This is an optimization exercise on Yosys and OpenROAD, whose aim is small area and a short achievable clock period, not a production implementation.
Only simulation tests tie the RTL to the original design; equivalence was not proved.

<file path="design/flow/design.v">
`default_nettype none
`timescale 1ns / 1ps
module pe (
    input wire clk,
    input wire rst,
    input wire [15:0] act,
    input wire [15:0] wgt,
    input wire store,
    input wire reuse,
    input wire [3:0] addr,
    input wire update_out,
    output reg [31:0] out
);
    reg [31:0] accg;              
    reg [31:0] bm_r;              
    reg [7:0] one, two, neg;      
    reg [15:0] r1, r2, r3;        
    reg start;
    wire [31:0] acc_next;
    wire a0 = addr == 4'd0;
    wire a1 = addr == 4'd1;
    wire a2 = addr == 4'd2;
    wire a3 = addr == 4'd3;
    wire [15:0] bm = ({16{~reuse}} & wgt) | ({16{reuse & a1}} & r1)
                   | ({16{reuse & a2}} & r2) | ({16{reuse & a3}} & r3);
    wire [31:0] bsel = rst ? 32'd0 : (reuse & a0) ? acc_next : {16'd0, bm};
    wire keep = ~rst & ~start;
    wire [17:0] ax = {1'b0, act, 1'b0};
    wire [7:0] one_d, two_d;
    genvar g;
    generate for (g = 0; g < 8; g = g + 1) begin : enc
        assign one_d[g] = ax[2*g+1] ^ ax[2*g];
        assign two_d[g] = (ax[2*g+2] & ~ax[2*g+1] & ~ax[2*g]) | (~ax[2*g+2] & ax[2*g+1] & ax[2*g]);
    end endgenerate
    wire [32:0] Bx = {bm_r, 1'b0};
    wire [31:0] pp0;
    wire [29:0] pp1;
    wire [27:0] pp2;
    wire [25:0] pp3;
    wire [23:0] pp4;
    wire [21:0] pp5;
    wire [19:0] pp6;
    wire [17:0] pp7;
    generate for (g = 0; g < 32; g = g + 1) begin : pp
        if (g < 32) pe_bsel b0 (.one(one[0]), .two(two[0]), .neg(neg[0]), .b1(Bx[g+1]), .b0(Bx[g]), .p(pp0[g]));
        if (g < 30) pe_bsel b1 (.one(one[1]), .two(two[1]), .neg(neg[1]), .b1(Bx[g+1]), .b0(Bx[g]), .p(pp1[g]));
        if (g < 28) pe_bsel b2 (.one(one[2]), .two(two[2]), .neg(neg[2]), .b1(Bx[g+1]), .b0(Bx[g]), .p(pp2[g]));
        if (g < 26) pe_bsel b3 (.one(one[3]), .two(two[3]), .neg(neg[3]), .b1(Bx[g+1]), .b0(Bx[g]), .p(pp3[g]));
        if (g < 24) pe_bsel b4 (.one(one[4]), .two(two[4]), .neg(neg[4]), .b1(Bx[g+1]), .b0(Bx[g]), .p(pp4[g]));
        if (g < 22) pe_bsel b5 (.one(one[5]), .two(two[5]), .neg(neg[5]), .b1(Bx[g+1]), .b0(Bx[g]), .p(pp5[g]));
        if (g < 20) pe_bsel b6 (.one(one[6]), .two(two[6]), .neg(neg[6]), .b1(Bx[g+1]), .b0(Bx[g]), .p(pp6[g]));
        if (g < 18) pe_bsel b7 (.one(one[7]), .two(two[7]), .neg(neg[7]), .b1(Bx[g+1]), .b0(Bx[g]), .p(pp7[g]));
    end endgenerate
    wire [31:0] acc_s_g = accg;
    wire [15:0] pp8 = {16{neg[7]}} & bm_r[15:0];      
    wire fs1, fc1;
    pe_fa u0 (.a(neg[0]), .b(acc_s_g[0]), .c(pp0[0]), .s(fs1), .co(fc1));
    wire fs2, fc2;
    pe_fa u1 (.a(acc_s_g[1]), .b(pp0[1]), .c(fc1), .s(fs2), .co(fc2));
    wire fs3, fc3;
    pe_fa u2 (.a(neg[1]), .b(acc_s_g[2]), .c(pp0[2]), .s(fs3), .co(fc3));
    wire fs4, fc4;
    pe_fa u3 (.a(pp1[0]), .b(fs3), .c(fc2), .s(fs4), .co(fc4));
    wire fs5, fc5;
    pe_fa u4 (.a(acc_s_g[3]), .b(pp0[3]), .c(pp1[1]), .s(fs5), .co(fc5));
    wire fs6, fc6;
    pe_fa u5 (.a(fc3), .b(fs5), .c(fc4), .s(fs6), .co(fc6));
    wire fs7, fc7;
    pe_fa u6 (.a(neg[2]), .b(acc_s_g[4]), .c(pp0[4]), .s(fs7), .co(fc7));
    wire fs8, fc8;
    pe_fa u7 (.a(pp1[2]), .b(pp2[0]), .c(fs7), .s(fs8), .co(fc8));
    wire fs9, fc9;
    pe_fa u8 (.a(fc5), .b(fs8), .c(fc6), .s(fs9), .co(fc9));
    wire fs10, fc10;
    pe_fa u9 (.a(acc_s_g[5]), .b(pp0[5]), .c(pp1[3]), .s(fs10), .co(fc10));
    wire fs11, fc11;
    pe_fa u10 (.a(pp2[1]), .b(fc7), .c(fs10), .s(fs11), .co(fc11));
    wire hs1, hc1;
    pe_ha u11 (.a(fc8), .b(fs11), .s(hs1), .co(hc1));
    wire fs12, fc12;
    pe_fa u12 (.a(neg[3]), .b(acc_s_g[6]), .c(pp0[6]), .s(fs12), .co(fc12));
    wire fs13, fc13;
    pe_fa u13 (.a(pp1[4]), .b(pp2[2]), .c(pp3[0]), .s(fs13), .co(fc13));
    wire fs14, fc14;
    pe_fa u14 (.a(fs12), .b(fc10), .c(fs13), .s(fs14), .co(fc14));
    wire fs15, fc15;
    pe_fa u15 (.a(fc11), .b(fs14), .c(hc1), .s(fs15), .co(fc15));
    wire fs16, fc16;
    pe_fa u16 (.a(acc_s_g[7]), .b(pp0[7]), .c(pp1[5]), .s(fs16), .co(fc16));
    wire fs17, fc17;
    pe_fa u17 (.a(pp2[3]), .b(pp3[1]), .c(fc12), .s(fs17), .co(fc17));
    wire fs18, fc18;
    pe_fa u18 (.a(fc13), .b(fs16), .c(fs17), .s(fs18), .co(fc18));
    wire fs19, fc19;
    pe_fa u19 (.a(fc14), .b(fs18), .c(fc15), .s(fs19), .co(fc19));
    wire fs20, fc20;
    pe_fa u20 (.a(neg[4]), .b(acc_s_g[8]), .c(pp0[8]), .s(fs20), .co(fc20));
    wire fs21, fc21;
    pe_fa u21 (.a(pp1[6]), .b(pp2[4]), .c(pp3[2]), .s(fs21), .co(fc21));
    wire fs22, fc22;
    pe_fa u22 (.a(pp4[0]), .b(fs20), .c(fc16), .s(fs22), .co(fc22));
    wire fs23, fc23;
    pe_fa u23 (.a(fs21), .b(fc17), .c(fs22), .s(fs23), .co(fc23));
    wire hs2, hc2;
    pe_ha u24 (.a(fc18), .b(fs23), .s(hs2), .co(hc2));
    wire fs24, fc24;
    pe_fa u25 (.a(acc_s_g[9]), .b(pp0[9]), .c(pp1[7]), .s(fs24), .co(fc24));
    wire fs25, fc25;
    pe_fa u26 (.a(pp2[5]), .b(pp3[3]), .c(pp4[1]), .s(fs25), .co(fc25));
    wire fs26, fc26;
    pe_fa u27 (.a(fc20), .b(fc21), .c(fs24), .s(fs26), .co(fc26));
    wire fs27, fc27;
    pe_fa u28 (.a(fs25), .b(fc22), .c(fs26), .s(fs27), .co(fc27));
    wire fs28, fc28;
    pe_fa u29 (.a(fc23), .b(fs27), .c(hc2), .s(fs28), .co(fc28));
    wire fs29, fc29;
    pe_fa u30 (.a(neg[5]), .b(acc_s_g[10]), .c(pp0[10]), .s(fs29), .co(fc29));
    wire fs30, fc30;
    pe_fa u31 (.a(pp1[8]), .b(pp2[6]), .c(pp3[4]), .s(fs30), .co(fc30));
    wire fs31, fc31;
    pe_fa u32 (.a(pp4[2]), .b(pp5[0]), .c(fs29), .s(fs31), .co(fc31));
    wire fs32, fc32;
    pe_fa u33 (.a(fc24), .b(fc25), .c(fs30), .s(fs32), .co(fc32));
    wire fs33, fc33;
    pe_fa u34 (.a(fs31), .b(fc26), .c(fs32), .s(fs33), .co(fc33));
    wire hs3, hc3;
    pe_ha u35 (.a(fc27), .b(fs33), .s(hs3), .co(hc3));
    wire fs34, fc34;
    pe_fa u36 (.a(acc_s_g[11]), .b(pp0[11]), .c(pp1[9]), .s(fs34), .co(fc34));
    wire fs35, fc35;
    pe_fa u37 (.a(pp2[7]), .b(pp3[5]), .c(pp4[3]), .s(fs35), .co(fc35));
    wire fs36, fc36;
    pe_fa u38 (.a(pp5[1]), .b(fc29), .c(fc30), .s(fs36), .co(fc36));
    wire fs37, fc37;
    pe_fa u39 (.a(fs34), .b(fs35), .c(fc31), .s(fs37), .co(fc37));
    wire fs38, fc38;
    pe_fa u40 (.a(fc32), .b(fs36), .c(fs37), .s(fs38), .co(fc38));
    wire fs39, fc39;
    pe_fa u41 (.a(fc33), .b(fs38), .c(hc3), .s(fs39), .co(fc39));
    wire fs40, fc40;
    pe_fa u42 (.a(neg[6]), .b(acc_s_g[12]), .c(pp0[12]), .s(fs40), .co(fc40));
    wire fs41, fc41;
    pe_fa u43 (.a(pp1[10]), .b(pp2[8]), .c(pp3[6]), .s(fs41), .co(fc41));
    wire fs42, fc42;
    pe_fa u44 (.a(pp4[4]), .b(pp5[2]), .c(pp6[0]), .s(fs42), .co(fc42));
    wire fs43, fc43;
    pe_fa u45 (.a(fs40), .b(fc34), .c(fc35), .s(fs43), .co(fc43));
    wire fs44, fc44;
    pe_fa u46 (.a(fs41), .b(fs42), .c(fc36), .s(fs44), .co(fc44));
    wire fs45, fc45;
    pe_fa u47 (.a(fs43), .b(fc37), .c(fs44), .s(fs45), .co(fc45));
    wire hs4, hc4;
    pe_ha u48 (.a(fc38), .b(fs45), .s(hs4), .co(hc4));
    wire fs46, fc46;
    pe_fa u49 (.a(acc_s_g[13]), .b(pp0[13]), .c(pp1[11]), .s(fs46), .co(fc46));
    wire fs47, fc47;
    pe_fa u50 (.a(pp2[9]), .b(pp3[7]), .c(pp4[5]), .s(fs47), .co(fc47));
    wire fs48, fc48;
    pe_fa u51 (.a(pp5[3]), .b(pp6[1]), .c(fc40), .s(fs48), .co(fc48));
    wire fs49, fc49;
    pe_fa u52 (.a(fc41), .b(fc42), .c(fs46), .s(fs49), .co(fc49));
    wire fs50, fc50;
    pe_fa u53 (.a(fs47), .b(fs48), .c(fc43), .s(fs50), .co(fc50));
    wire fs51, fc51;
    pe_fa u54 (.a(fs49), .b(fc44), .c(fs50), .s(fs51), .co(fc51));
    wire hs5, hc5;
    pe_ha u55 (.a(fc45), .b(fs51), .s(hs5), .co(hc5));
    wire fs52, fc52;
    pe_fa u56 (.a(neg[7]), .b(acc_s_g[14]), .c(pp0[14]), .s(fs52), .co(fc52));
    wire fs53, fc53;
    pe_fa u57 (.a(pp1[12]), .b(pp2[10]), .c(pp3[8]), .s(fs53), .co(fc53));
    wire fs54, fc54;
    pe_fa u58 (.a(pp4[6]), .b(pp5[4]), .c(pp6[2]), .s(fs54), .co(fc54));
    wire fs55, fc55;
    pe_fa u59 (.a(pp7[0]), .b(fs52), .c(fc46), .s(fs55), .co(fc55));
    wire fs56, fc56;
    pe_fa u60 (.a(fc47), .b(fs53), .c(fs54), .s(fs56), .co(fc56));
    wire fs57, fc57;
    pe_fa u61 (.a(fc48), .b(fc49), .c(fs55), .s(fs57), .co(fc57));
    wire fs58, fc58;
    pe_fa u62 (.a(fs56), .b(fc50), .c(fs57), .s(fs58), .co(fc58));
    wire hs6, hc6;
    pe_ha u63 (.a(fc51), .b(fs58), .s(hs6), .co(hc6));
    wire fs59, fc59;
    pe_fa u64 (.a(acc_s_g[15]), .b(pp0[15]), .c(pp1[13]), .s(fs59), .co(fc59));
    wire fs60, fc60;
    pe_fa u65 (.a(pp2[11]), .b(pp3[9]), .c(pp4[7]), .s(fs60), .co(fc60));
    wire fs61, fc61;
    pe_fa u66 (.a(pp5[5]), .b(pp6[3]), .c(pp7[1]), .s(fs61), .co(fc61));
    wire fs62, fc62;
    pe_fa u67 (.a(fc52), .b(fc53), .c(fc54), .s(fs62), .co(fc62));
    wire fs63, fc63;
    pe_fa u68 (.a(fs59), .b(fs60), .c(fs61), .s(fs63), .co(fc63));
    wire fs64, fc64;
    pe_fa u69 (.a(fc55), .b(fc56), .c(fs62), .s(fs64), .co(fc64));
    wire fs65, fc65;
    pe_fa u70 (.a(fs63), .b(fc57), .c(fs64), .s(fs65), .co(fc65));
    wire hs7, hc7;
    pe_ha u71 (.a(fc58), .b(fs65), .s(hs7), .co(hc7));
    wire fs66, fc66;
    pe_fa u72 (.a(acc_s_g[16]), .b(pp8[0]), .c(pp0[16]), .s(fs66), .co(fc66));
    wire fs67, fc67;
    pe_fa u73 (.a(pp1[14]), .b(pp2[12]), .c(pp3[10]), .s(fs67), .co(fc67));
    wire fs68, fc68;
    pe_fa u74 (.a(pp4[8]), .b(pp5[6]), .c(pp6[4]), .s(fs68), .co(fc68));
    wire fs69, fc69;
    pe_fa u75 (.a(pp7[2]), .b(fs66), .c(fc59), .s(fs69), .co(fc69));
    wire fs70, fc70;
    pe_fa u76 (.a(fc60), .b(fc61), .c(fs67), .s(fs70), .co(fc70));
    wire fs71, fc71;
    pe_fa u77 (.a(fs68), .b(fc62), .c(fs69), .s(fs71), .co(fc71));
    wire fs72, fc72;
    pe_fa u78 (.a(fc63), .b(fs70), .c(fc64), .s(fs72), .co(fc72));
    wire fs73, fc73;
    pe_fa u79 (.a(fs71), .b(fs72), .c(fc65), .s(fs73), .co(fc73));
    wire fs74, fc74;
    pe_fa u80 (.a(acc_s_g[17]), .b(pp8[1]), .c(pp0[17]), .s(fs74), .co(fc74));
    wire fs75, fc75;
    pe_fa u81 (.a(pp1[15]), .b(pp2[13]), .c(pp3[11]), .s(fs75), .co(fc75));
    wire fs76, fc76;
    pe_fa u82 (.a(pp4[9]), .b(pp5[7]), .c(pp6[5]), .s(fs76), .co(fc76));
    wire fs77, fc77;
    pe_fa u83 (.a(pp7[3]), .b(fc66), .c(fs74), .s(fs77), .co(fc77));
    wire fs78, fc78;
    pe_fa u84 (.a(fc67), .b(fc68), .c(fs75), .s(fs78), .co(fc78));
    wire fs79, fc79;
    pe_fa u85 (.a(fs76), .b(fc69), .c(fc70), .s(fs79), .co(fc79));
    wire fs80, fc80;
    pe_fa u86 (.a(fs77), .b(fs78), .c(fc71), .s(fs80), .co(fc80));
    wire fs81, fc81;
    pe_fa u87 (.a(fs79), .b(fs80), .c(fc72), .s(fs81), .co(fc81));
    wire fs82, fc82;
    pe_fa u88 (.a(acc_s_g[18]), .b(pp8[2]), .c(pp0[18]), .s(fs82), .co(fc82));
    wire fs83, fc83;
    pe_fa u89 (.a(pp1[16]), .b(pp2[14]), .c(pp3[12]), .s(fs83), .co(fc83));
    wire fs84, fc84;
    pe_fa u90 (.a(pp4[10]), .b(pp5[8]), .c(pp6[6]), .s(fs84), .co(fc84));
    wire fs85, fc85;
    pe_fa u91 (.a(pp7[4]), .b(fc74), .c(fs82), .s(fs85), .co(fc85));
    wire fs86, fc86;
    pe_fa u92 (.a(fc75), .b(fc76), .c(fs83), .s(fs86), .co(fc86));
    wire fs87, fc87;
    pe_fa u93 (.a(fs84), .b(fc77), .c(fc78), .s(fs87), .co(fc87));
    wire fs88, fc88;
    pe_fa u94 (.a(fs85), .b(fs86), .c(fc79), .s(fs88), .co(fc88));
    wire fs89, fc89;
    pe_fa u95 (.a(fs87), .b(fc80), .c(fs88), .s(fs89), .co(fc89));
    wire fs90, fc90;
    pe_fa u96 (.a(acc_s_g[19]), .b(pp8[3]), .c(pp0[19]), .s(fs90), .co(fc90));
    wire fs91, fc91;
    pe_fa u97 (.a(pp1[17]), .b(pp2[15]), .c(pp3[13]), .s(fs91), .co(fc91));
    wire fs92, fc92;
    pe_fa u98 (.a(pp4[11]), .b(pp5[9]), .c(pp6[7]), .s(fs92), .co(fc92));
    wire fs93, fc93;
    pe_fa u99 (.a(pp7[5]), .b(fc82), .c(fs90), .s(fs93), .co(fc93));
    wire fs94, fc94;
    pe_fa u100 (.a(fc83), .b(fc84), .c(fs91), .s(fs94), .co(fc94));
    wire fs95, fc95;
    pe_fa u101 (.a(fs92), .b(fc85), .c(fc86), .s(fs95), .co(fc95));
    wire fs96, fc96;
    pe_fa u102 (.a(fs93), .b(fs94), .c(fc87), .s(fs96), .co(fc96));
    wire fs97, fc97;
    pe_fa u103 (.a(fs95), .b(fc88), .c(fs96), .s(fs97), .co(fc97));
    wire fs98, fc98;
    pe_fa u104 (.a(acc_s_g[20]), .b(pp8[4]), .c(pp0[20]), .s(fs98), .co(fc98));
    wire fs99, fc99;
    pe_fa u105 (.a(pp1[18]), .b(pp2[16]), .c(pp3[14]), .s(fs99), .co(fc99));
    wire fs100, fc100;
    pe_fa u106 (.a(pp4[12]), .b(pp5[10]), .c(pp6[8]), .s(fs100), .co(fc100));
    wire fs101, fc101;
    pe_fa u107 (.a(pp7[6]), .b(fc90), .c(fs98), .s(fs101), .co(fc101));
    wire fs102, fc102;
    pe_fa u108 (.a(fc91), .b(fc92), .c(fs99), .s(fs102), .co(fc102));
    wire fs103, fc103;
    pe_fa u109 (.a(fs100), .b(fc93), .c(fc94), .s(fs103), .co(fc103));
    wire fs104, fc104;
    pe_fa u110 (.a(fs101), .b(fs102), .c(fc95), .s(fs104), .co(fc104));
    wire fs105, fc105;
    pe_fa u111 (.a(fs103), .b(fc96), .c(fs104), .s(fs105), .co(fc105));
    wire fs106, fc106;
    pe_fa u112 (.a(acc_s_g[21]), .b(pp8[5]), .c(pp0[21]), .s(fs106), .co(fc106));
    wire fs107, fc107;
    pe_fa u113 (.a(pp1[19]), .b(pp2[17]), .c(pp3[15]), .s(fs107), .co(fc107));
    wire fs108, fc108;
    pe_fa u114 (.a(pp4[13]), .b(pp5[11]), .c(pp6[9]), .s(fs108), .co(fc108));
    wire fs109, fc109;
    pe_fa u115 (.a(pp7[7]), .b(fc98), .c(fs106), .s(fs109), .co(fc109));
    wire fs110, fc110;
    pe_fa u116 (.a(fc99), .b(fc100), .c(fs107), .s(fs110), .co(fc110));
    wire fs111, fc111;
    pe_fa u117 (.a(fs108), .b(fc101), .c(fc102), .s(fs111), .co(fc111));
    wire fs112, fc112;
    pe_fa u118 (.a(fs109), .b(fs110), .c(fc103), .s(fs112), .co(fc112));
    wire fs113, fc113;
    pe_fa u119 (.a(fs111), .b(fc104), .c(fs112), .s(fs113), .co(fc113));
    wire fs114, fc114;
    pe_fa u120 (.a(acc_s_g[22]), .b(pp8[6]), .c(pp0[22]), .s(fs114), .co(fc114));
    wire fs115, fc115;
    pe_fa u121 (.a(pp1[20]), .b(pp2[18]), .c(pp3[16]), .s(fs115), .co(fc115));
    wire fs116, fc116;
    pe_fa u122 (.a(pp4[14]), .b(pp5[12]), .c(pp6[10]), .s(fs116), .co(fc116));
    wire fs117, fc117;
    pe_fa u123 (.a(pp7[8]), .b(fc106), .c(fs114), .s(fs117), .co(fc117));
    wire fs118, fc118;
    pe_fa u124 (.a(fc107), .b(fc108), .c(fs115), .s(fs118), .co(fc118));
    wire fs119, fc119;
    pe_fa u125 (.a(fs116), .b(fc109), .c(fc110), .s(fs119), .co(fc119));
    wire fs120, fc120;
    pe_fa u126 (.a(fs117), .b(fs118), .c(fc111), .s(fs120), .co(fc120));
    wire fs121, fc121;
    pe_fa u127 (.a(fs119), .b(fc112), .c(fs120), .s(fs121), .co(fc121));
    wire fs122, fc122;
    pe_fa u128 (.a(acc_s_g[23]), .b(pp8[7]), .c(pp0[23]), .s(fs122), .co(fc122));
    wire fs123, fc123;
    pe_fa u129 (.a(pp1[21]), .b(pp2[19]), .c(pp3[17]), .s(fs123), .co(fc123));
    wire fs124, fc124;
    pe_fa u130 (.a(pp4[15]), .b(pp5[13]), .c(pp6[11]), .s(fs124), .co(fc124));
    wire fs125, fc125;
    pe_fa u131 (.a(pp7[9]), .b(fc114), .c(fs122), .s(fs125), .co(fc125));
    wire fs126, fc126;
    pe_fa u132 (.a(fc115), .b(fc116), .c(fs123), .s(fs126), .co(fc126));
    wire fs127, fc127;
    pe_fa u133 (.a(fs124), .b(fc117), .c(fc118), .s(fs127), .co(fc127));
    wire fs128, fc128;
    pe_fa u134 (.a(fs125), .b(fs126), .c(fc119), .s(fs128), .co(fc128));
    wire fs129, fc129;
    pe_fa u135 (.a(fs127), .b(fc120), .c(fs128), .s(fs129), .co(fc129));
    wire fs130, fc130;
    pe_fa u136 (.a(acc_s_g[24]), .b(pp8[8]), .c(pp0[24]), .s(fs130), .co(fc130));
    wire fs131, fc131;
    pe_fa u137 (.a(pp1[22]), .b(pp2[20]), .c(pp3[18]), .s(fs131), .co(fc131));
    wire fs132, fc132;
    pe_fa u138 (.a(pp4[16]), .b(pp5[14]), .c(pp6[12]), .s(fs132), .co(fc132));
    wire fs133, fc133;
    pe_fa u139 (.a(pp7[10]), .b(fc122), .c(fs130), .s(fs133), .co(fc133));
    wire fs134, fc134;
    pe_fa u140 (.a(fc123), .b(fc124), .c(fs131), .s(fs134), .co(fc134));
    wire fs135, fc135;
    pe_fa u141 (.a(fs132), .b(fc125), .c(fc126), .s(fs135), .co(fc135));
    wire fs136, fc136;
    pe_fa u142 (.a(fs133), .b(fs134), .c(fc127), .s(fs136), .co(fc136));
    wire fs137, fc137;
    pe_fa u143 (.a(fs135), .b(fc128), .c(fs136), .s(fs137), .co(fc137));
    wire fs138, fc138;
    pe_fa u144 (.a(acc_s_g[25]), .b(pp8[9]), .c(pp0[25]), .s(fs138), .co(fc138));
    wire fs139, fc139;
    pe_fa u145 (.a(pp1[23]), .b(pp2[21]), .c(pp3[19]), .s(fs139), .co(fc139));
    wire fs140, fc140;
    pe_fa u146 (.a(pp4[17]), .b(pp5[15]), .c(pp6[13]), .s(fs140), .co(fc140));
    wire fs141, fc141;
    pe_fa u147 (.a(pp7[11]), .b(fc130), .c(fs138), .s(fs141), .co(fc141));
    wire fs142, fc142;
    pe_fa u148 (.a(fc131), .b(fc132), .c(fs139), .s(fs142), .co(fc142));
    wire fs143, fc143;
    pe_fa u149 (.a(fs140), .b(fc133), .c(fc134), .s(fs143), .co(fc143));
    wire fs144, fc144;
    pe_fa u150 (.a(fs141), .b(fs142), .c(fc135), .s(fs144), .co(fc144));
    wire fs145, fc145;
    pe_fa u151 (.a(fs143), .b(fc136), .c(fs144), .s(fs145), .co(fc145));
    wire fs146, fc146;
    pe_fa u152 (.a(acc_s_g[26]), .b(pp8[10]), .c(pp0[26]), .s(fs146), .co(fc146));
    wire fs147, fc147;
    pe_fa u153 (.a(pp1[24]), .b(pp2[22]), .c(pp3[20]), .s(fs147), .co(fc147));
    wire fs148, fc148;
    pe_fa u154 (.a(pp4[18]), .b(pp5[16]), .c(pp6[14]), .s(fs148), .co(fc148));
    wire fs149, fc149;
    pe_fa u155 (.a(pp7[12]), .b(fc138), .c(fs146), .s(fs149), .co(fc149));
    wire fs150, fc150;
    pe_fa u156 (.a(fc139), .b(fc140), .c(fs147), .s(fs150), .co(fc150));
    wire fs151, fc151;
    pe_fa u157 (.a(fs148), .b(fc141), .c(fc142), .s(fs151), .co(fc151));
    wire fs152, fc152;
    pe_fa u158 (.a(fs149), .b(fs150), .c(fc143), .s(fs152), .co(fc152));
    wire fs153, fc153;
    pe_fa u159 (.a(fs151), .b(fc144), .c(fs152), .s(fs153), .co(fc153));
    wire fs154, fc154;
    pe_fa u160 (.a(acc_s_g[27]), .b(pp8[11]), .c(pp0[27]), .s(fs154), .co(fc154));
    wire fs155, fc155;
    pe_fa u161 (.a(pp1[25]), .b(pp2[23]), .c(pp3[21]), .s(fs155), .co(fc155));
    wire fs156, fc156;
    pe_fa u162 (.a(pp4[19]), .b(pp5[17]), .c(pp6[15]), .s(fs156), .co(fc156));
    wire fs157, fc157;
    pe_fa u163 (.a(pp7[13]), .b(fc146), .c(fs154), .s(fs157), .co(fc157));
    wire fs158, fc158;
    pe_fa u164 (.a(fc147), .b(fc148), .c(fs155), .s(fs158), .co(fc158));
    wire fs159, fc159;
    pe_fa u165 (.a(fs156), .b(fc149), .c(fc150), .s(fs159), .co(fc159));
    wire fs160, fc160;
    pe_fa u166 (.a(fs157), .b(fs158), .c(fc151), .s(fs160), .co(fc160));
    wire fs161, fc161;
    pe_fa u167 (.a(fs159), .b(fc152), .c(fs160), .s(fs161), .co(fc161));
    wire fs162, fc162;
    pe_fa u168 (.a(acc_s_g[28]), .b(pp8[12]), .c(pp0[28]), .s(fs162), .co(fc162));
    wire fs163, fc163;
    pe_fa u169 (.a(pp1[26]), .b(pp2[24]), .c(pp3[22]), .s(fs163), .co(fc163));
    wire fs164, fc164;
    pe_fa u170 (.a(pp4[20]), .b(pp5[18]), .c(pp6[16]), .s(fs164), .co(fc164));
    wire fs165, fc165;
    pe_fa u171 (.a(pp7[14]), .b(fc154), .c(fs162), .s(fs165), .co(fc165));
    wire fs166, fc166;
    pe_fa u172 (.a(fc155), .b(fc156), .c(fs163), .s(fs166), .co(fc166));
    wire fs167, fc167;
    pe_fa u173 (.a(fs164), .b(fc157), .c(fc158), .s(fs167), .co(fc167));
    wire fs168, fc168;
    pe_fa u174 (.a(fs165), .b(fs166), .c(fc159), .s(fs168), .co(fc168));
    wire fs169, fc169;
    pe_fa u175 (.a(fs167), .b(fc160), .c(fs168), .s(fs169), .co(fc169));
    wire fs170, fc170;
    pe_fa u176 (.a(acc_s_g[29]), .b(pp8[13]), .c(pp0[29]), .s(fs170), .co(fc170));
    wire fs171, fc171;
    pe_fa u177 (.a(pp1[27]), .b(pp2[25]), .c(pp3[23]), .s(fs171), .co(fc171));
    wire fs172, fc172;
    pe_fa u178 (.a(pp4[21]), .b(pp5[19]), .c(pp6[17]), .s(fs172), .co(fc172));
    wire fs173, fc173;
    pe_fa u179 (.a(pp7[15]), .b(fc162), .c(fs170), .s(fs173), .co(fc173));
    wire fs174, fc174;
    pe_fa u180 (.a(fc163), .b(fc164), .c(fs171), .s(fs174), .co(fc174));
    wire fs175, fc175;
    pe_fa u181 (.a(fs172), .b(fc165), .c(fc166), .s(fs175), .co(fc175));
    wire fs176, fc176;
    pe_fa u182 (.a(fs173), .b(fs174), .c(fc167), .s(fs176), .co(fc176));
    wire fs177, fc177;
    pe_fa u183 (.a(fs175), .b(fc168), .c(fs176), .s(fs177), .co(fc177));
    wire fs178, fc178;
    pe_fa u184 (.a(acc_s_g[30]), .b(pp8[14]), .c(pp0[30]), .s(fs178), .co(fc178));
    wire fs179, fc179;
    pe_fa u185 (.a(pp1[28]), .b(pp2[26]), .c(pp3[24]), .s(fs179), .co(fc179));
    wire fs180, fc180;
    pe_fa u186 (.a(pp4[22]), .b(pp5[20]), .c(pp6[18]), .s(fs180), .co(fc180));
    wire fs181, fc181;
    pe_fa u187 (.a(pp7[16]), .b(fc170), .c(fs178), .s(fs181), .co(fc181));
    wire fs182, fc182;
    pe_fa u188 (.a(fc171), .b(fc172), .c(fs179), .s(fs182), .co(fc182));
    wire fs183, fc183;
    pe_fa u189 (.a(fs180), .b(fc173), .c(fc174), .s(fs183), .co(fc183));
    wire fs184, fc184;
    pe_fa u190 (.a(fs181), .b(fs182), .c(fc175), .s(fs184), .co(fc184));
    wire fs185, fc185;
    pe_fa u191 (.a(fs183), .b(fc176), .c(fs184), .s(fs185), .co(fc185));
    wire fs186, fc186;
    pe_fa u192 (.a(acc_s_g[31]), .b(pp8[15]), .c(pp0[31]), .s(fs186), .co(fc186));
    wire fs187, fc187;
    pe_fa u193 (.a(pp1[29]), .b(pp2[27]), .c(pp3[25]), .s(fs187), .co(fc187));
    wire fs188, fc188;
    pe_fa u194 (.a(pp4[23]), .b(pp5[21]), .c(pp6[19]), .s(fs188), .co(fc188));
    wire fs189, fc189;
    pe_fa u195 (.a(pp7[17]), .b(fc178), .c(fs186), .s(fs189), .co(fc189));
    wire fs190, fc190;
    pe_fa u196 (.a(fc179), .b(fc180), .c(fs187), .s(fs190), .co(fc190));
    wire fs191, fc191;
    pe_fa u197 (.a(fs188), .b(fc181), .c(fc182), .s(fs191), .co(fc191));
    wire fs192, fc192;
    pe_fa u198 (.a(fs189), .b(fs190), .c(fc183), .s(fs192), .co(fc192));
    wire fs193, fc193;
    pe_fa u199 (.a(fs191), .b(fc184), .c(fs192), .s(fs193), .co(fc193));
    wire [31:0] row_a = {fc185, fc177, fc169, fc161, fc153, fc145, fc137, fc129, fc121, fc113, fc105, fc97, fc89, fc81, fs81, hc7, hc6, hc5, hc4, hs4, fs39, hs3, fs28, hs2, fs19, fs15, hs1, fs9, fs6, fs4, fs2, fs1};
    wire [31:0] row_b = {fs193, fs185, fs177, fs169, fs161, fs153, fs145, fs137, fs129, fs121, fs113, fs105, fs97, fs89, fc73, fs73, hs7, hs6, hs5, fc39, 1'b0, fc28, 1'b0, fc19, 1'b0, 1'b0, fc9, 1'b0, 1'b0, 1'b0, 1'b0, 1'b0};
    wire [31:0] cg0 = row_a & row_b;
    wire [31:0] cp0 = row_a ^ row_b;
    wire [31:0] cg1, cp1;
    assign cg1[0] = cg0[0]; assign cp1[0] = cp0[0];
    assign cg1[1] = cg0[1] | (cp0[1] & cg0[0]); assign cp1[1] = cp0[1] & cp0[0];
    assign cg1[2] = cg0[2] | (cp0[2] & cg0[1]); assign cp1[2] = cp0[2] & cp0[1];
    assign cg1[3] = cg0[3] | (cp0[3] & cg0[2]); assign cp1[3] = cp0[3] & cp0[2];
    assign cg1[4] = cg0[4] | (cp0[4] & cg0[3]); assign cp1[4] = cp0[4] & cp0[3];
    assign cg1[5] = cg0[5] | (cp0[5] & cg0[4]); assign cp1[5] = cp0[5] & cp0[4];
    assign cg1[6] = cg0[6] | (cp0[6] & cg0[5]); assign cp1[6] = cp0[6] & cp0[5];
    assign cg1[7] = cg0[7] | (cp0[7] & cg0[6]); assign cp1[7] = cp0[7] & cp0[6];
    assign cg1[8] = cg0[8] | (cp0[8] & cg0[7]); assign cp1[8] = cp0[8] & cp0[7];
    assign cg1[9] = cg0[9] | (cp0[9] & cg0[8]); assign cp1[9] = cp0[9] & cp0[8];
    assign cg1[10] = cg0[10] | (cp0[10] & cg0[9]); assign cp1[10] = cp0[10] & cp0[9];
    assign cg1[11] = cg0[11] | (cp0[11] & cg0[10]); assign cp1[11] = cp0[11] & cp0[10];
    assign cg1[12] = cg0[12] | (cp0[12] & cg0[11]); assign cp1[12] = cp0[12] & cp0[11];
    assign cg1[13] = cg0[13] | (cp0[13] & cg0[12]); assign cp1[13] = cp0[13] & cp0[12];
    assign cg1[14] = cg0[14] | (cp0[14] & cg0[13]); assign cp1[14] = cp0[14] & cp0[13];
    assign cg1[15] = cg0[15] | (cp0[15] & cg0[14]); assign cp1[15] = cp0[15] & cp0[14];
    assign cg1[16] = cg0[16] | (cp0[16] & cg0[15]); assign cp1[16] = cp0[16] & cp0[15];
    assign cg1[17] = cg0[17] | (cp0[17] & cg0[16]); assign cp1[17] = cp0[17] & cp0[16];
    assign cg1[18] = cg0[18] | (cp0[18] & cg0[17]); assign cp1[18] = cp0[18] & cp0[17];
    assign cg1[19] = cg0[19] | (cp0[19] & cg0[18]); assign cp1[19] = cp0[19] & cp0[18];
    assign cg1[20] = cg0[20] | (cp0[20] & cg0[19]); assign cp1[20] = cp0[20] & cp0[19];
    assign cg1[21] = cg0[21] | (cp0[21] & cg0[20]); assign cp1[21] = cp0[21] & cp0[20];
    assign cg1[22] = cg0[22] | (cp0[22] & cg0[21]); assign cp1[22] = cp0[22] & cp0[21];
    assign cg1[23] = cg0[23] | (cp0[23] & cg0[22]); assign cp1[23] = cp0[23] & cp0[22];
    assign cg1[24] = cg0[24] | (cp0[24] & cg0[23]); assign cp1[24] = cp0[24] & cp0[23];
    assign cg1[25] = cg0[25] | (cp0[25] & cg0[24]); assign cp1[25] = cp0[25] & cp0[24];
    assign cg1[26] = cg0[26] | (cp0[26] & cg0[25]); assign cp1[26] = cp0[26] & cp0[25];
    assign cg1[27] = cg0[27] | (cp0[27] & cg0[26]); assign cp1[27] = cp0[27] & cp0[26];
    assign cg1[28] = cg0[28] | (cp0[28] & cg0[27]); assign cp1[28] = cp0[28] & cp0[27];
    assign cg1[29] = cg0[29] | (cp0[29] & cg0[28]); assign cp1[29] = cp0[29] & cp0[28];
    assign cg1[30] = cg0[30] | (cp0[30] & cg0[29]); assign cp1[30] = cp0[30] & cp0[29];
    assign cg1[31] = cg0[31] | (cp0[31] & cg0[30]); assign cp1[31] = cp0[31] & cp0[30];
    wire [31:0] cg2, cp2;
    assign cg2[0] = cg1[0]; assign cp2[0] = cp1[0];
    assign cg2[1] = cg1[1]; assign cp2[1] = cp1[1];
    assign cg2[2] = cg1[2] | (cp1[2] & cg1[0]); assign cp2[2] = cp1[2] & cp1[0];
    assign cg2[3] = cg1[3] | (cp1[3] & cg1[1]); assign cp2[3] = cp1[3] & cp1[1];
    assign cg2[4] = cg1[4] | (cp1[4] & cg1[2]); assign cp2[4] = cp1[4] & cp1[2];
    assign cg2[5] = cg1[5] | (cp1[5] & cg1[3]); assign cp2[5] = cp1[5] & cp1[3];
    assign cg2[6] = cg1[6] | (cp1[6] & cg1[4]); assign cp2[6] = cp1[6] & cp1[4];
    assign cg2[7] = cg1[7] | (cp1[7] & cg1[5]); assign cp2[7] = cp1[7] & cp1[5];
    assign cg2[8] = cg1[8] | (cp1[8] & cg1[6]); assign cp2[8] = cp1[8] & cp1[6];
    assign cg2[9] = cg1[9] | (cp1[9] & cg1[7]); assign cp2[9] = cp1[9] & cp1[7];
    assign cg2[10] = cg1[10] | (cp1[10] & cg1[8]); assign cp2[10] = cp1[10] & cp1[8];
    assign cg2[11] = cg1[11] | (cp1[11] & cg1[9]); assign cp2[11] = cp1[11] & cp1[9];
    assign cg2[12] = cg1[12] | (cp1[12] & cg1[10]); assign cp2[12] = cp1[12] & cp1[10];
    assign cg2[13] = cg1[13] | (cp1[13] & cg1[11]); assign cp2[13] = cp1[13] & cp1[11];
    assign cg2[14] = cg1[14] | (cp1[14] & cg1[12]); assign cp2[14] = cp1[14] & cp1[12];
    assign cg2[15] = cg1[15] | (cp1[15] & cg1[13]); assign cp2[15] = cp1[15] & cp1[13];
    assign cg2[16] = cg1[16] | (cp1[16] & cg1[14]); assign cp2[16] = cp1[16] & cp1[14];
    assign cg2[17] = cg1[17] | (cp1[17] & cg1[15]); assign cp2[17] = cp1[17] & cp1[15];
    assign cg2[18] = cg1[18] | (cp1[18] & cg1[16]); assign cp2[18] = cp1[18] & cp1[16];
    assign cg2[19] = cg1[19] | (cp1[19] & cg1[17]); assign cp2[19] = cp1[19] & cp1[17];
    assign cg2[20] = cg1[20] | (cp1[20] & cg1[18]); assign cp2[20] = cp1[20] & cp1[18];
    assign cg2[21] = cg1[21] | (cp1[21] & cg1[19]); assign cp2[21] = cp1[21] & cp1[19];
    assign cg2[22] = cg1[22] | (cp1[22] & cg1[20]); assign cp2[22] = cp1[22] & cp1[20];
    assign cg2[23] = cg1[23] | (cp1[23] & cg1[21]); assign cp2[23] = cp1[23] & cp1[21];
    assign cg2[24] = cg1[24] | (cp1[24] & cg1[22]); assign cp2[24] = cp1[24] & cp1[22];
    assign cg2[25] = cg1[25] | (cp1[25] & cg1[23]); assign cp2[25] = cp1[25] & cp1[23];
    assign cg2[26] = cg1[26] | (cp1[26] & cg1[24]); assign cp2[26] = cp1[26] & cp1[24];
    assign cg2[27] = cg1[27] | (cp1[27] & cg1[25]); assign cp2[27] = cp1[27] & cp1[25];
    assign cg2[28] = cg1[28] | (cp1[28] & cg1[26]); assign cp2[28] = cp1[28] & cp1[26];
    assign cg2[29] = cg1[29] | (cp1[29] & cg1[27]); assign cp2[29] = cp1[29] & cp1[27];
    assign cg2[30] = cg1[30] | (cp1[30] & cg1[28]); assign cp2[30] = cp1[30] & cp1[28];
    assign cg2[31] = cg1[31] | (cp1[31] & cg1[29]); assign cp2[31] = cp1[31] & cp1[29];
    wire [31:0] cg3, cp3;
    assign cg3[0] = cg2[0]; assign cp3[0] = cp2[0];
    assign cg3[1] = cg2[1]; assign cp3[1] = cp2[1];
    assign cg3[2] = cg2[2]; assign cp3[2] = cp2[2];
    assign cg3[3] = cg2[3]; assign cp3[3] = cp2[3];
    assign cg3[4] = cg2[4] | (cp2[4] & cg2[0]); assign cp3[4] = cp2[4] & cp2[0];
    assign cg3[5] = cg2[5] | (cp2[5] & cg2[1]); assign cp3[5] = cp2[5] & cp2[1];
    assign cg3[6] = cg2[6] | (cp2[6] & cg2[2]); assign cp3[6] = cp2[6] & cp2[2];
    assign cg3[7] = cg2[7] | (cp2[7] & cg2[3]); assign cp3[7] = cp2[7] & cp2[3];
    assign cg3[8] = cg2[8] | (cp2[8] & cg2[4]); assign cp3[8] = cp2[8] & cp2[4];
    assign cg3[9] = cg2[9] | (cp2[9] & cg2[5]); assign cp3[9] = cp2[9] & cp2[5];
    assign cg3[10] = cg2[10] | (cp2[10] & cg2[6]); assign cp3[10] = cp2[10] & cp2[6];
    assign cg3[11] = cg2[11] | (cp2[11] & cg2[7]); assign cp3[11] = cp2[11] & cp2[7];
    assign cg3[12] = cg2[12] | (cp2[12] & cg2[8]); assign cp3[12] = cp2[12] & cp2[8];
    assign cg3[13] = cg2[13] | (cp2[13] & cg2[9]); assign cp3[13] = cp2[13] & cp2[9];
    assign cg3[14] = cg2[14] | (cp2[14] & cg2[10]); assign cp3[14] = cp2[14] & cp2[10];
    assign cg3[15] = cg2[15] | (cp2[15] & cg2[11]); assign cp3[15] = cp2[15] & cp2[11];
    assign cg3[16] = cg2[16] | (cp2[16] & cg2[12]); assign cp3[16] = cp2[16] & cp2[12];
    assign cg3[17] = cg2[17] | (cp2[17] & cg2[13]); assign cp3[17] = cp2[17] & cp2[13];
    assign cg3[18] = cg2[18] | (cp2[18] & cg2[14]); assign cp3[18] = cp2[18] & cp2[14];
    assign cg3[19] = cg2[19] | (cp2[19] & cg2[15]); assign cp3[19] = cp2[19] & cp2[15];
    assign cg3[20] = cg2[20] | (cp2[20] & cg2[16]); assign cp3[20] = cp2[20] & cp2[16];
    assign cg3[21] = cg2[21] | (cp2[21] & cg2[17]); assign cp3[21] = cp2[21] & cp2[17];
    assign cg3[22] = cg2[22] | (cp2[22] & cg2[18]); assign cp3[22] = cp2[22] & cp2[18];
    assign cg3[23] = cg2[23] | (cp2[23] & cg2[19]); assign cp3[23] = cp2[23] & cp2[19];
    assign cg3[24] = cg2[24] | (cp2[24] & cg2[20]); assign cp3[24] = cp2[24] & cp2[20];
    assign cg3[25] = cg2[25] | (cp2[25] & cg2[21]); assign cp3[25] = cp2[25] & cp2[21];
    assign cg3[26] = cg2[26] | (cp2[26] & cg2[22]); assign cp3[26] = cp2[26] & cp2[22];
    assign cg3[27] = cg2[27] | (cp2[27] & cg2[23]); assign cp3[27] = cp2[27] & cp2[23];
    assign cg3[28] = cg2[28] | (cp2[28] & cg2[24]); assign cp3[28] = cp2[28] & cp2[24];
    assign cg3[29] = cg2[29] | (cp2[29] & cg2[25]); assign cp3[29] = cp2[29] & cp2[25];
    assign cg3[30] = cg2[30] | (cp2[30] & cg2[26]); assign cp3[30] = cp2[30] & cp2[26];
    assign cg3[31] = cg2[31] | (cp2[31] & cg2[27]); assign cp3[31] = cp2[31] & cp2[27];
    wire [31:0] cg4, cp4;
    assign cg4[0] = cg3[0]; assign cp4[0] = cp3[0];
    assign cg4[1] = cg3[1]; assign cp4[1] = cp3[1];
    assign cg4[2] = cg3[2]; assign cp4[2] = cp3[2];
    assign cg4[3] = cg3[3]; assign cp4[3] = cp3[3];
    assign cg4[4] = cg3[4]; assign cp4[4] = cp3[4];
    assign cg4[5] = cg3[5]; assign cp4[5] = cp3[5];
    assign cg4[6] = cg3[6]; assign cp4[6] = cp3[6];
    assign cg4[7] = cg3[7]; assign cp4[7] = cp3[7];
    assign cg4[8] = cg3[8] | (cp3[8] & cg3[0]); assign cp4[8] = cp3[8] & cp3[0];
    assign cg4[9] = cg3[9] | (cp3[9] & cg3[1]); assign cp4[9] = cp3[9] & cp3[1];
    assign cg4[10] = cg3[10] | (cp3[10] & cg3[2]); assign cp4[10] = cp3[10] & cp3[2];
    assign cg4[11] = cg3[11] | (cp3[11] & cg3[3]); assign cp4[11] = cp3[11] & cp3[3];
    assign cg4[12] = cg3[12] | (cp3[12] & cg3[4]); assign cp4[12] = cp3[12] & cp3[4];
    assign cg4[13] = cg3[13] | (cp3[13] & cg3[5]); assign cp4[13] = cp3[13] & cp3[5];
    assign cg4[14] = cg3[14] | (cp3[14] & cg3[6]); assign cp4[14] = cp3[14] & cp3[6];
    assign cg4[15] = cg3[15] | (cp3[15] & cg3[7]); assign cp4[15] = cp3[15] & cp3[7];
    assign cg4[16] = cg3[16] | (cp3[16] & cg3[8]); assign cp4[16] = cp3[16] & cp3[8];
    assign cg4[17] = cg3[17] | (cp3[17] & cg3[9]); assign cp4[17] = cp3[17] & cp3[9];
    assign cg4[18] = cg3[18] | (cp3[18] & cg3[10]); assign cp4[18] = cp3[18] & cp3[10];
    assign cg4[19] = cg3[19] | (cp3[19] & cg3[11]); assign cp4[19] = cp3[19] & cp3[11];
    assign cg4[20] = cg3[20] | (cp3[20] & cg3[12]); assign cp4[20] = cp3[20] & cp3[12];
    assign cg4[21] = cg3[21] | (cp3[21] & cg3[13]); assign cp4[21] = cp3[21] & cp3[13];
    assign cg4[22] = cg3[22] | (cp3[22] & cg3[14]); assign cp4[22] = cp3[22] & cp3[14];
    assign cg4[23] = cg3[23] | (cp3[23] & cg3[15]); assign cp4[23] = cp3[23] & cp3[15];
    assign cg4[24] = cg3[24] | (cp3[24] & cg3[16]); assign cp4[24] = cp3[24] & cp3[16];
    assign cg4[25] = cg3[25] | (cp3[25] & cg3[17]); assign cp4[25] = cp3[25] & cp3[17];
    assign cg4[26] = cg3[26] | (cp3[26] & cg3[18]); assign cp4[26] = cp3[26] & cp3[18];
    assign cg4[27] = cg3[27] | (cp3[27] & cg3[19]); assign cp4[27] = cp3[27] & cp3[19];
    assign cg4[28] = cg3[28] | (cp3[28] & cg3[20]); assign cp4[28] = cp3[28] & cp3[20];
    assign cg4[29] = cg3[29] | (cp3[29] & cg3[21]); assign cp4[29] = cp3[29] & cp3[21];
    assign cg4[30] = cg3[30] | (cp3[30] & cg3[22]); assign cp4[30] = cp3[30] & cp3[22];
    assign cg4[31] = cg3[31] | (cp3[31] & cg3[23]); assign cp4[31] = cp3[31] & cp3[23];
    wire [31:0] cg5, cp5;
    assign cg5[0] = cg4[0]; assign cp5[0] = cp4[0];
    assign cg5[1] = cg4[1]; assign cp5[1] = cp4[1];
    assign cg5[2] = cg4[2]; assign cp5[2] = cp4[2];
    assign cg5[3] = cg4[3]; assign cp5[3] = cp4[3];
    assign cg5[4] = cg4[4]; assign cp5[4] = cp4[4];
    assign cg5[5] = cg4[5]; assign cp5[5] = cp4[5];
    assign cg5[6] = cg4[6]; assign cp5[6] = cp4[6];
    assign cg5[7] = cg4[7]; assign cp5[7] = cp4[7];
    assign cg5[8] = cg4[8]; assign cp5[8] = cp4[8];
    assign cg5[9] = cg4[9]; assign cp5[9] = cp4[9];
    assign cg5[10] = cg4[10]; assign cp5[10] = cp4[10];
    assign cg5[11] = cg4[11]; assign cp5[11] = cp4[11];
    assign cg5[12] = cg4[12]; assign cp5[12] = cp4[12];
    assign cg5[13] = cg4[13]; assign cp5[13] = cp4[13];
    assign cg5[14] = cg4[14]; assign cp5[14] = cp4[14];
    assign cg5[15] = cg4[15]; assign cp5[15] = cp4[15];
    assign cg5[16] = cg4[16] | (cp4[16] & cg4[0]); assign cp5[16] = cp4[16] & cp4[0];
    assign cg5[17] = cg4[17] | (cp4[17] & cg4[1]); assign cp5[17] = cp4[17] & cp4[1];
    assign cg5[18] = cg4[18] | (cp4[18] & cg4[2]); assign cp5[18] = cp4[18] & cp4[2];
    assign cg5[19] = cg4[19] | (cp4[19] & cg4[3]); assign cp5[19] = cp4[19] & cp4[3];
    assign cg5[20] = cg4[20] | (cp4[20] & cg4[4]); assign cp5[20] = cp4[20] & cp4[4];
    assign cg5[21] = cg4[21] | (cp4[21] & cg4[5]); assign cp5[21] = cp4[21] & cp4[5];
    assign cg5[22] = cg4[22] | (cp4[22] & cg4[6]); assign cp5[22] = cp4[22] & cp4[6];
    assign cg5[23] = cg4[23] | (cp4[23] & cg4[7]); assign cp5[23] = cp4[23] & cp4[7];
    assign cg5[24] = cg4[24] | (cp4[24] & cg4[8]); assign cp5[24] = cp4[24] & cp4[8];
    assign cg5[25] = cg4[25] | (cp4[25] & cg4[9]); assign cp5[25] = cp4[25] & cp4[9];
    assign cg5[26] = cg4[26] | (cp4[26] & cg4[10]); assign cp5[26] = cp4[26] & cp4[10];
    assign cg5[27] = cg4[27] | (cp4[27] & cg4[11]); assign cp5[27] = cp4[27] & cp4[11];
    assign cg5[28] = cg4[28] | (cp4[28] & cg4[12]); assign cp5[28] = cp4[28] & cp4[12];
    assign cg5[29] = cg4[29] | (cp4[29] & cg4[13]); assign cp5[29] = cp4[29] & cp4[13];
    assign cg5[30] = cg4[30] | (cp4[30] & cg4[14]); assign cp5[30] = cp4[30] & cp4[14];
    assign cg5[31] = cg4[31] | (cp4[31] & cg4[15]); assign cp5[31] = cp4[31] & cp4[15];
    assign acc_next = cp0 ^ {cg5[30:0], 1'b0};
    always @(posedge clk) begin
        bm_r <= bsel;
        one <= one_d;
        two <= two_d;
        neg <= {act[15], act[13], act[11], act[9], act[7], act[5], act[3], act[1]};
        accg <= {32{keep}} & acc_next;
        if (rst) begin
            r1 <= 16'd0;
            r2 <= 16'd0;
            r3 <= 16'd0;
            out <= 32'd0;
            start <= 1'b0;
        end else begin
            if (store && a1) r1 <= wgt;
            if (store && a2) r2 <= wgt;
            if (store && a3) r3 <= wgt;
            if (update_out) out <= acc_next;
            start <= update_out;
        end
    end
endmodule
module pe_bsel (input wire one, input wire two, input wire neg, input wire b1, input wire b0, output wire p);
    assign p = ((one & b1) | (two & b0)) ^ neg;
endmodule
module pe_fa (input wire a, input wire b, input wire c, output wire s, output wire co);
    assign s = a ^ b ^ c;
    assign co = (a & b) | (a & c) | (b & c);
endmodule
module pe_ha (input wire a, input wire b, output wire s, output wire co);
    assign s = a ^ b;
    assign co = a & b;
endmodule
</file>
<file path="design/flow/flow/run.sh">
#!/bin/bash
# Layout flow: the standard synthesis unchanged; after the floorplan every
# combinational cell is set to its smallest drive strength (downsize.tcl), then the standard flow's
# standard layout continues, with timing repair upsizing what the timing needs.
set -euo pipefail
here=$(pwd)
bash standard.sh synth > synth.log 2>&1
bash standard.sh floorplan > floorplan.log 2>&1
odb=$(ls $here/orfs/results/*/pe/base/2_floorplan.odb)
DS_ODB=$odb openroad -no_init -exit flow/downsize.tcl > downsize.log 2>&1
bash standard.sh 'BUFFER_PORTS_ARGS=-buffer_cell sky130_fd_sc_hd__buf_2' SETUP_SLACK_MARGIN=6 finish > layout.log 2>&1
</file>
<file path="design/flow/flow/downsize.tcl">
# Set every combinational standard cell to the smallest drive strength of the same
# function; timing repair later in the flow upsizes the cells that need it.
# Flip-flops, tap cells and port buffers are left alone.
set odb_file $::env(DS_ODB)
read_db $odb_file
set db [ord::get_db]
set block [ord::get_db_block]
set skip {dfxtp dfxbp dfrtp dfrbp dfstp dfsbp edfxtp sdfxtp tapvpwrvgnd conb clkbuf clkinv}
set n 0
foreach inst [$block getInsts] {
  set m [$inst getMaster]
  set name [$m getName]
  if {![regexp {^sky130_fd_sc_hd__(\w+)_(\d+)$} $name -> base drive]} { continue }
  if {[lsearch -exact $skip $base] >= 0} { continue }
  set best ""
  set best_area [expr {[$m getWidth] * [$m getHeight]}]
  foreach d {0 1 2} {
    if {$d >= $drive} { break }
    set cand [$db findMaster "sky130_fd_sc_hd__${base}_$d"]
    if {$cand eq "NULL" || $cand eq ""} { continue }
    set a [expr {[$cand getWidth] * [$cand getHeight]}]
    if {$a < $best_area} { set best $cand; set best_area $a }
  }
  if {$best ne ""} {
    $inst swapMaster $best
    incr n
  }
}
puts "downsized $n instances"
write_db $odb_file
</file>
<file path="design/flow/standard.sh">
#!/bin/bash
# synth_recipe.tcl (not shown) runs the flow's synth.tcl, then flattens the netlist and writes it again
# the make line also repeats each setting of config.mk as NAME=value (left out here)
make -C /OpenROAD-flow-scripts/flow DESIGN_CONFIG=/design/flow/config.mk WORK_HOME=/design/flow/orfs CLKGATE_MAP_FILE= SYNTH_SCRIPT=/design/flow/synth_recipe.tcl "${@:-finish}"
</file>
<file path="design/flow/config.mk">
export PLATFORM = sky130hd
export DESIGN_NAME = pe
export DESIGN_NICKNAME = pe
export VERILOG_FILES = /design/flow/design.v
export SDC_FILE = /design/flow/constraint.sdc
export NUM_CORES = 4
export LEC_CHECK = 0
export CAP_MARGIN = 20
export CORE_MARGIN = 2
export CORE_UTILIZATION = 55
export SETUP_SLACK_MARGIN = 5
export SLEW_MARGIN = 20
export SYNTH_HIERARCHICAL = 1
</file>
<file path="design/flow/constraint.sdc">
create_clock -name core_clock -period 11.0 [get_ports {clk}]
set_input_delay 2.2000 -clock core_clock [delete_from_list [all_inputs] [get_ports {clk}]]
set_output_delay 2.2000 -clock core_clock [all_outputs]
set_load 0.01 [all_outputs]
</file>
==> summary.txt, run 1 <==
- The min-delay analysis places its worst path in the category flop to flop.
- The largest single stage delay on the critical path is 0.52 ns.
* Number of global-route vias before repair: 11800
* Sequential cell area: 3520 sq um
- The core region is 27000 sq um.
- Routability-driven placement finished with a final weighted congestion of 0.952.
- Total I/O pin count: 73
* Maximum clock rate: 196 MHz
* Crit Path Category: flop to flop
- Portion of the post-synthesis area used by sequential elements: 0.223
- After floorplanning, the core was divided into 60 placement rows.
* Number of sinks driven by the clock tree: 169
- Half-perimeter wire length after detailed placement: 30100 um
- Overall die height: 170 um
* Post-route antenna net violation count: 0
* Via/cell ratio: 6.42
* Clock H-tree levels: 4
* Mean post-synth cell area: 10.9 sq um
- Clock-pin slew was measured on the worst setup and hold paths at 0.08 ns.
* Critical path endpoint category: flop
* Gate Count Post-Synth: 1390
- The synthesized netlist contains 65 unique library cells.
* Yosys warns: 7
* Antenna violations before repair: 0
- TritonCTS built the clock tree.
- In the final timing run, aggregate negative setup slack is 0 ns.
- Crit path max-delay cell type: fa_1
* Post-DP Area: 14900 sq um
- In the post-synthesis netlist, the cell with the most instances is xnor2_1.
- Number of optimization iterations in the first detailed-route pass: 5
- Largest net degree at the start of global routing: 64
* First-pass GRT wire length: 70400 um
- Post-layout net count: 1809
* Top flip-flop cell by instance count after synthesis: dfxtp_1
- After synthesis the cells add up to 15200 sq um.
* Unrepaired setup endpoints after global routing: true
- The filler cells instantiated in the layout total 2155.
* Critical Path Start Type: flop
- Flip-flop and latch count after synthesis: 169
- The repair_antennas step left the layout with diodes totalling 0.
- Finished layout cell area: 17700 sq um
* Crit-path most repeated cell: fa_2
* Skew final: 0.0137 ns
* DR DRC count: 0
* X dimension of the die: 170 um
- Count of endpoints failing hold in the final timing report: 0
- The clock passes through at most 2 buffers.
- After global routing the overflow that remains totals 0.
- The detailed router finished its first iteration with 1482 violations.
- Vias after detailed routing: 12200
- Dividing the final minimum period by the clock period gives 0.464.
- Counting I/O delays and the setup requirement, the final critical path takes 5.10 ns.
* Yosys top cell by area: fa_1
- In the global route stage, overall resource usage came out at 0.324.
- Layout overhead on the synthesized area: 16.3%
- The flow ran to the end and the layout has no timing, DRC or antenna violations.
* Area of the multi-input gates: 11500 sq um
- Cell at the root of the clock tree: clkbuf_16
- For this block, the routed nets add up to 48900 um of wire.
* Largest driver fanout on the critical path: 14
- The initial utilization of the core area, before any placement, comes to 0.562.
- CP delay by family, top: adder cells
- Max-slew violation count: 0
* Max-Cap Viols: 0
* Number of buffers added by the clock tree synthesis step: 17
* Arr. time, crit path: 5.40 ns
- Non-filler cells, final: 1899
* Port Buffers: 72
* Worst Path Buf+Inv: 1
* Number of enable flip-flop cells after synthesis: 0
- List of most frequent post-synthesis cells: xnor2_1, a22oi_2, fa_1, dfxtp_1, nand2_1
* Slew of the pin with the lowest slew margin: 1.04 ns
* Required @ worst endpoint: 11.30 ns
* Worst hold-check slack: 0.457 ns
- Endpoints failing setup: 0
- Number of hold buffers added after cts: 0
- Share of flip-flops with an asynchronous set or reset after synthesis: 0
- Walking the worst path, the cells encountered are buf_12 > a22oi_1 > xnor2_1 > fa_2 > fa_2 > fa_1 > fa_1 > fa_2 > ha_4 > nand4_1 > o221ai_2 > a21oi_4 > o21ai_4 > mux2i_2 > a221o_1 > nor2_1.
- By area the synthesized netlist is led by fa_1, dfxtp_1, a22oi_2.
* Clock network latency to the later pin of the worst-skew pair: 0.45 ns
- Area enclosed by the die boundary: 29000 sq um
- Number of cells after detailed placement: 1787
- Layout cell share with drive strength beyond 1: 0.261
* Wire length per cell: 25.7 um
- Of the post-synthesis cell area, the dominant cell type holds 0.254.
- The worst pin sits at a relative slew slack of 0.306.
==> flip-flops by register name (all words and copies together) (netlist names), 8 cells and up <==
| register | count |
|---|---|
| r2 | 16 |
| r1 | 16 |
| one | 8 |
| r3 | 16 |
| bm_r | 32 |
| neg | 8 |
| out | 32 |
| accg | 32 |
| two | 8 |
==> per-module statistics from Yosys (local to each module, per instance) <==
module	copies in the design	area, sq um	cells	flops+latches
pe	1	6990	790	169
pe_bsel	200	21.3	2	0
pe_fa	193	20.0	1	0
pe_ha	7	12.5	1	0
==> logic make-up (layout without fill, tap and decap cells) <==
family	Yosys count	count (layout)	share of synthesized area
AOI/OAI and AO/OA	393	393	0.249
and+or+nand+nor	310	310	0.0923
xor gates and xnor gates	230	230	0.133
adders and majority gates	223	223	0.279
DFF	169	169	0.223
buffers and inverters	54	215	0.0174
muxes	10	10	0.00659
other	1	8	0.000247
==> tightest hold or removal path: stages (launching register included) <==
cell	delay (ns)
dfxtp_1	0.31
nand2_1	0.05
a21oi_1	0.05
==> routing by layer <==
metal,wire (um),track usage,share of wire,up-vias
li1,-,-,-,5262
met2,21900,0.488,0.45,668
met5,0,0,0,-
met1,20600,0.467,0.42,6161
met4,1620,0.0955,0.033,0
met3,4800,0.0747,0.098,95
==> path summary, 6_finish.rpt <==
path,start,end,slack (ns),cells after the start
max reg2reg,one[1],accg[30],5.90,16
min reg2reg,r1[11],r1[11],0.46,2
min,r1[11],r1[11],0.46,2
max,one[1],accg[30],5.90,16
==> stage by stage <==
| step | setup WS [ns] | util |
|---|---|---|
| after global placement | 5.09 | 0.551 |
| after detailed placement | 4.96 | 0.551 |
| final | 5.90 | 0.654 |
| after floorplan | 5.32 | - |
| after global routing | 5.80 | 0.654 |
| after CTS | 5.95 | 0.609 |
==> final cells by class <==
type                    count  share of cell area
multi-input cells        1174               0.652
inverters                  12             0.00255
clock inverters            15              0.0134
repair buffers            171              0.0846
clock buffers              17              0.0241
flip-flops and latches    169               0.199
well taps                 341              0.0241
==> cells in the final DEF, fill, tap and decap left out, drive strengths merged, types with 16 or more instances in the layout <==
cell,count
a21oi,77
a221oi,16
a22oi,210
and2,25
buf,165
clkbuf,22
dfxtp,169
fa,193
ha,30
inv,21
nand2,127
nand2b,17
nor2,90
o21ai,22
xnor2,213
xor2,17
==> what timing repair did <==
| item | CTS | global route |
|---|---|---|
| pin swaps | 31 | 77 |
| gates resized for setup | 171 | 128 |
| setup endpoints to repair | 57 | 46 |
| buffers inserted | 15 | 57 |
| gates cloned | 4 | 4 |
==> run 2: changes to the inputs <==
--- a/design/flow/flow/run.sh
+++ b/design/flow/flow/run.sh
@@ -8,4 +8,4 @@
 bash standard.sh floorplan > floorplan.log 2>&1
 odb=$(ls $here/orfs/results/*/pe/base/2_floorplan.odb)
 DS_ODB=$odb openroad -no_init -exit flow/downsize.tcl > downsize.log 2>&1
-bash standard.sh 'BUFFER_PORTS_ARGS=-buffer_cell sky130_fd_sc_hd__buf_2' SETUP_SLACK_MARGIN=6 finish > layout.log 2>&1
+bash standard.sh 'BUFFER_PORTS_ARGS=-buffer_cell sky130_fd_sc_hd__buf_2' SETUP_SLACK_MARGIN=6 'CTS_ARGS=-sink_clustering_enable -repair_clock_nets -dont_use_dummy_load' finish > layout.log 2>&1
==> summary.txt, run 2 <==
- Result of the run: finished clean
* CTS max path bufs: 2 (unchanged)
- The achievable frequency was 196 MHz (about the same).
- First-pass GRT wire length: 70600 um (+0.22%)
* Cell with the most instances after synthesis: xnor2_1
- The number of max-slew violations in the final report is 0 (unchanged).
- The detailed placement HPWL was 30100 um (unchanged).
- The critical path required time was 11.27 ns (-0.03 ns).
- The root buffer cell chosen for the clock tree is clkbuf_16.
* Weighted congestion at the end of routability-driven global placement: 0.952 (unchanged)
* X dimension of the die: 170 um (unchanged)
- The post-synthesis cell count came to 1390 (unchanged).
- CTS clk-pin slew, worst paths: 0.06 ns (-0.02 ns)
- Share of flip-flops with an asynchronous set or reset after synthesis: 0 (unchanged)
- For this run, the leading register cell type out of synthesis is dfxtp_1.
* Post-Route WL: 49700 um (+1.6%)
- The met1 usage was 0.478 (+0.0111).
* TritonCTS clock tree: built
- Area enclosed by the die boundary: 29000 sq um (unchanged)
- Critical path endpoint category: flop
* Global-route met3 utilization: 0.0663 (-0.00837)
- Syn Std Cell Area: 15200 sq um (unchanged)
* Number of buffers added by the clock tree synthesis step: 17 (unchanged)
- Largest registers: accg x32, bm_r x32, out x32
* Vias after detailed routing: 12400 (+1.6%)
- Skew final: 0.0317 ns (+0.0180 ns)
- Setup TNS after final layout: 0 ns (unchanged)
- The total core area is 27000 sq um (unchanged).
- Post-layout min period: 5.10 ns (-0.00162 ns)
- The total of hold buffers inserted after clock tree synthesis was 0 (unchanged).
* Post-route antenna net violation count: 0 (unchanged)
- Number of DRC violations after detailed-routing iteration 0: 1552 (+4.7%)
- The number of top-level pins came to 73 (unchanged).
- The number of fillers in the final layout came to 2139 (-0.74%).
- The relative max-transition margin came to 0.367 (+0.0612).
- The data arrival time at the worst-slack endpoint came to 5.37 ns (-0.03 ns).
* Layout cell share with drive strength beyond 1: 0.290 (+0.0297)
- The max-cap check violation count is 0 (unchanged).
- Wire length per cell: 25.8 um (+0.36%)
* Flip-flop and latch count after synthesis: 169 (unchanged)
* DR DRC count: 0 (unchanged)
* Area of the multi-input gates: 11700 sq um (+1.2%)
- The number of warning messages in the yosys log was 7 (unchanged).
- The initial antenna violation count came to 1 (+1).
- The via count of the first global-routing pass is 11700 (-0.33%).
- The number of setup violations in the final report was 0 (unchanged).
* Count of endpoints failing hold in the final timing report: 0 (unchanged)
- Share of the clock period used by the worst path: 0.463 (about the same)
* Crit Path Category: flop to flop
- fa_1 takes more of the synthesized area than any other cell.
- In this run the most used layer during global routing was met2.
- The average instance area after synthesis was 10.9 sq um (unchanged).
* Port Buffers: 72 (unchanged)
* Most common cell after layout, fill and taps aside: xnor2_1
* Number of enable flip-flop cells after synthesis: 0 (unchanged)
- The insertion delay to the later sink of the worst-skew pair came to 0.45 ns (about the same).
- Largest net degree at the start of global routing: 64 (unchanged)
- Highest-count cells in the layout ignoring fill and taps: xnor2_1, a22oi_1, fa_1
* Met2 routing resource usage after global routing: 0.483 (-0.00513)
- Synth top area share: 0.254 (unchanged)
- Cell variety after synth: 65 (unchanged)
- Number of sinks driven by the clock tree: 169 (unchanged)
- The number of H-tree levels is 4 (unchanged).
- The post-detailed-route via-to-cell ratio is 6.44 (+0.36%).
* Overall overflow remaining after global route: 0 (unchanged)
-- run 2: cell counts after synthesis --
Identical to the previous run, type by type.
-- run 2: worst paths after layout --
kind / startpoint / endpoint / depth (start not counted)
max: one[2] / out[29] / 17
min: r1[11] / r1[11] / 2
max reg2reg: one[2] / out[29] / 17
min reg2reg: r1[11] / r1[11] / 2
-- run 2: what timing repair did --
item,4_1_cts,5_1_grt
pin swaps,35,77
endpoints found under the setup margin,57,45
resized for setup,169,171
endpoints found under the hold margin,0,0
gates cloned,4,6
buffers inserted,21,87
-- run 2: cell type report --
class / count / area share
clock buffer: 17 / 0.0238
timing repair buffer: 209 / 0.102
antenna: 1 / 0.000140
tap: 341 / 0.0238
multi-input combinational: 1174 / 0.651
sequential: 169 / 0.197
inverter: 12 / 0.00251
-- run 2: through the flow --
step / std cells / util / instance area (sq um) / worst slack (ns) / hold slack, ns
after floorplan: 1397 / - / 15200 / 5.32 / 0.436
after detailed placement: 1787 / 0.551 / 14900 / 4.96 / 0.448
after global placement: 1787 / 0.551 / 14900 / 5.09 / 0.442
after CTS: 1829 / 0.603 / 16300 / 5.97 / 0.456
final: 1923 / 0.663 / 17900 / 5.90 / 0.455
after global routing: 1923 / 0.663 / 17900 / 5.78 / 0.471
-- run 2: cell families (layout without fill, tap and decap cells) --
group | after synthesis | in the layout | share of synthesized area
compound gates | 393 | 393 | 0.249
xor+xnor | 230 | 230 | 0.133
fa+ha+maj | 223 | 223 | 0.279
buf+inv | 54 | 238 | 0.0174
flops | 169 | 169 | 0.223
mux | 10 | 10 | 0.00659
other cells | 1 | 9 | 0.000247
simple gates | 310 | 310 | 0.0923
-- run 2: modules after synthesis (local to each module, per instance) --
module / cells inside / copies in the design / cell area [sq um]
pe_ha: 1 / 7 / 12.5
pe_bsel: 2 / 200 / 21.3
pe_fa: 1 / 193 / 20.0
pe: 790 / 1 / 6990
-- run 2: routing by layer --
layer | share of wire | vias up | wire (um)
met2 | 0.45 | 672 | 22500
met3 | 0.091 | 107 | 4530
met1 | 0.42 | 6280 | 20800
met4 | 0.036 | 0 | 1780
li1 | - | 5325 | -
met5 | 0 | - | 0
-- run 2: critical path: stages (launching register included) --
cell      delay, ns
dfxtp_4        0.39
buf_12         0.16
a22oi_2        0.22
xnor2_2        0.13
fa_2           0.42
fa_1           0.50
fa_2           0.41
fa_1           0.50
fa_2           0.61
ha_4           0.26
a21oi_4        0.18
o21ai_2        0.08
a211oi_2       0.30
buf_4          0.16
a21bo_1        0.15
a21oi_2        0.08
xnor2_2        0.27
a211oi_1       0.12

## separate check: timing with driven ports
The results above use ideal ports. As a check the final layouts listed here were re-extracted and re-timed, cells and wires unchanged. Step 1 sets driving cells, clkbuf_16 on the clock port and buf_2 on the other inputs (assumed; they add their load-dependent delay and slew). Step 2, shift: input delay + t, output delay - t, t = (earliest + latest rising clock arrival at the registers) / 2. This alone moves slack from input paths to output paths. Slacks: ideal / step 1 / step 2; pairs: ideal / step 1.
run | t (ns) | setup WS [ns] | slew at the worst register clock pin (ns) | worst data-port slew with drivers (ns) | pins driven straight from the clock port
run 1 | 0.498 | 5.900 / 5.900 / 5.900 | 0.09 / 0.09 | 0.04 | 1
run 2 | 0.485 | 5.902 / 5.902 / 5.902 | 0.09 / 0.09 | 0.04 | 1
After both steps every run listed still meets setup and hold.
